Context: an optimization exercise on an open-source flow, tuned for small area and a short achievable clock period. The choices shown serve that exercise and are no tape-out recipe. In this exercise RTL edits were held to simulation tests only and were not proved equivalent to the original.

## flow/design.v

```verilog
`timescale 1ns/100ps
module mul64_multi(input clk,input [63:0] A,B,output reg [127:0] Y,output done)
 ;
reg [4:0] enabler;
always@(posedge clk)
begin
	Y<=A*B;
end
reg [63:0] A_r,B_r;
always@(posedge clk)
begin
	A_r<=A;
	B_r<=B;
end
wire	changed;
assign changed = (A_r!=A) | (B_r!=B);
always@(posedge clk)
begin
	if(changed)
		enabler<=5'b10000;	
	else
		enabler<=(enabler>>1);
end
assign done=enabler[0];
endmodule
```

## flow/run.sh

```bash
#!/bin/bash
# synth_recipe.tcl (not shown) runs the flow's synth.tcl, then flattens the netlist and writes it again
# the make line also repeats each setting of config.mk as NAME=value (left out here)
make -C /OpenROAD-flow-scripts/flow DESIGN_CONFIG=/design/flow/config.mk WORK_HOME=/design/flow/orfs CLKGATE_MAP_FILE= SYNTH_SCRIPT=/design/flow/synth_recipe.tcl finish
```

## flow/config.mk

```make
export PLATFORM = sky130hd
export DESIGN_NAME = mul64_multi
export DESIGN_NICKNAME = mul64_multi
export VERILOG_FILES = /design/flow/design.v
export SDC_FILE = /design/flow/constraint.sdc
export NUM_CORES = 4
export LEC_CHECK = 0
export CAP_MARGIN = 20
export CORE_MARGIN = 2
export CORE_UTILIZATION = 40
export SETUP_SLACK_MARGIN = 0.4
export SLEW_MARGIN = 20
```

## flow/constraint.sdc

```tcl
create_clock -name core_clock -period 12.0 [get_ports {clk}]
set_input_delay 2.4000 -clock core_clock [delete_from_list [all_inputs] [get_ports {clk}]]
set_output_delay 2.4000 -clock core_clock [all_outputs]
set_load 0.01 [all_outputs]
```

==> flow_summary.json <==
{
  "area_growth_pct": 9.25,
  "hold_violations": 0,
  "crit_type": "in -> reg",
  "ant_nets": 0,
  "die_area_sq_mm": 0.343,
  "gr-total-overflow": 0,
  "ys_ff_latch": 261,
  "place_area_sq_mm": 0.146,
  "cap_violations": 0,
  "core_sq_mm": 0.337,
  "holdWs_ns": 0.426,
  "seq_area_sq_mm": 0.00523,
  "cts-buffers-inserted": 44,
  "initial_core_util": 0.402,
  "wire_per_inst_microns": 23.2,
  "port_buffers": 257,
  "ff2ff_path_depth": 8,
  "slew_headroom": 0.239,
  "fillers": 32798,
  "multiInputGateArea_sq_mm": 0.113,
  "hold_class": "reg -> reg",
  "grt_util_all_layers": 0.270,
  "clk_path_buf_depth": 3,
  "worstSetupEndpointType": "flip-flop",
  "cp-start-kind": "input pin",
  "period_minus_slack_ns": 11.42,
  "tightest_slew_ns": 1.13,
  "yosysSeqAreaShare": 0.0386,
  "grt_first_pass_wirelength_microns": 684000,
  "grt_pass1_vias": 107950,
  "io_pins": 258,
  "syn_inst": 14635,
  "core.rowCount": 213,
  "synth_edf_count": 0,
  "synth_fp_nets": 19255,
  "antenna_found_initial": 50,
  "drt-total-wl_microns": 448000,
  "fmax_mhz": 87.6,
  "drc": 0,
  "path_max_fanout": 27,
  "status": "complete, no violations",
  "clk_pin_slew_ns": 0.05,
  "synth_area_sq_mm": 0.135,
  "drt_first_iter_violations": 6770,
  "cp.arrival_ns": 11.98,
  "final.setup.tns_ns": 0,
  "cts_root_buf": "clkbuf_16",
  "syn_area_per_cell_sq_um": 9.25,
  "synthArstFlopShare": 0,
  "first_pass_iters": 7,
  "cp.required_ns": 12.56,
  "slew_violations": 0,
  "routed_via_density": 5.12,
  "post-cts-setup-buffer-count": 0,
  "fin_skew_ns": 0.0481,
  "setup_slack_ns": 0.581,
  "worstSkewPairLatency_ns": 0.71,
  "synth_top_area_share": 0.568,
  "vias": 98551,
  "setup_viol": 0,
  "fin_nets": 19310,
  "die_w_microns": 586,
  "dp_hpwl_microns": 382000,
  "die_h_microns": 586,
  "fin_area_sq_mm": 0.148,
  "synth_cell_types": 72,
  "cts_tree": "done",
  "synth.area.top_cells": "fa_1, inv_1, and2_1",
  "ys_warn_count": 1,
  "hold_depth": 1,
  "grt_max_degree": 65,
  "synthTopCellsByCount": "fa_1, inv_1, nand2_1",
  "yosys.area.top_type": "fa_1",
  "period_share": 0.952,
  "yosysMostFrequentCell": "fa_1",
  "cts-htree-levels": 2,
  "gp_congestion": 0.960,
  "synth_flop_cell": "dfxtp_1",
  "drive_gt1_frac": 0.0648,
  "cts.sinks": 261,
  "rsz0062_at_grt": "yes",
  "dp_slack_ns": -0.327
}
## kinds of logic after synthesis
kind of cell	synth area share
fa+ha+maj	0.628
flops	0.0386
buf+inv	0.126
simple gates	0.166
compound gates	0.0253
xor+xnor	0.0163
## metrics by stage
step | util | instances
CTS | 0.439 | 19240
floorplan | - | 14635
global placement | 0.435 | 19159
detailed placement | 0.435 | 19159
global route | 0.439 | 19252
finish | 0.439 | 19262
## layout make-up
| type | count | area share |
|---|---|---|
| flip-flops and latches | 261 | 0.0353 |
| repair buffers | 979 | 0.0604 |
| multi-input cells | 9848 | 0.765 |
| well taps | 4515 | 0.0382 |
| diodes | 22 | 0.000372 |
| clock inverters | 24 | 0.00169 |
| inverters | 3556 | 0.0903 |
| clock buffers | 57 | 0.00839 |
## worst paths after layout
path	start	to	slack (ns)
hold reg to reg	enabler[3]$_SDFF_PP0_	enabler[2]$_SDFF_PP0_	0.43
setup / recovery	A[53]	Y[115]$_DFF_P_	0.58
setup reg to reg	B_r[15]$_DFF_P_	enabler[1]$_SDFF_PP0_	8.85
hold / removal	enabler[3]$_SDFF_PP0_	enabler[2]$_SDFF_PP0_	0.43
## worst max-delay path: stages
cell      delay [ns]
buf_2           0.40
buf_4           0.49
and2_1          0.22
fa_1            0.41
inv_1           0.08
fa_1            0.47
fa_1            0.58
fa_1            0.52
fa_1            0.55
fa_1            0.52
inv_1           0.08
fa_1            0.75
fa_1            0.51
fa_1            0.38
ha_1            0.31
ha_1            0.26
a21oi_1         0.16
o21ai_0         0.21
a221oi_1        0.35
buf_4           0.22
o211ai_1        0.13
a211o_1         0.28
o21ai_2         0.44
o311a_1         0.36
o31ai_2         0.08
buf_4           0.15
a21boi_0        0.31
xnor2_1         0.23
## timing repair
action,CTS,global route
hold buffers,0,0
setup endpoints to repair,2,19
endpoints found under the hold margin,0,0
gates resized for setup,2,18
## layout by cell type (no fill, tap or decap), drive strengths merged, types with 10 or more instances in the layout
master,Yosys,routed
a21o,69,69
a21oi,211,211
a31oi,11,11
and2,1946,1946
buf,14,839
clkbuf,956,68
clkdlybuf4s50,0,129
clkinv,0,10
dfxtp,261,261
diode,0,22
fa,3837,3837
ha,654,654
inv,3556,3560
nand2,2312,2312
nand3,11,11
nand4,100,100
nor2,103,103
nor3,20,20
nor4,25,25
o21a,19,19
o21ai,103,103
o21bai,45,45
o31ai,11,11
xnor2,164,164
xor2,88,88
## flip-flops by register name, summed over array words and instances, names as in the netlist
signal	cells
A_r	64
enabler	5
Y	128
B_r	64
## layer usage
layer | share of wire | GRT usage | vias to the layer above
met1 | 0.36 | 0.323 | 52422
met2 | 0.49 | 0.455 | 3668
met5 | 0.00020 | 0 | -
li1 | - | - | 41329
met3 | 0.076 | 0.0512 | 1118
met4 | 0.071 | 0.158 | 14

[port drivers added, routing unchanged]
In the flow no input, the clock included, has a driving cell. The finished layout below was timed again as built, in two steps. Step 1: set_driving_cell puts a clkbuf_16 on clk and a buf_2 on each other input, an assumption about the parent block. Step 2 times the ports against the registers' clock, not the clock port: input delays grow and output delays shrink by t, the midpoint of the rising clock arrivals with the driver on. Three values: ideal ports, drivers, drivers and shift; two values: the first two.
t, ns: 0.778
setup slack, ns: 0.581 / 0.564 / -0.214
latest minus earliest clock arrival (ns): 0.053 / 0.052
With both steps, setup timing fails in this run, where it was met with ideal ports. For this run, drivers alone change the setup slack by -0.017 ns; drivers and shift together by -0.795 ns.
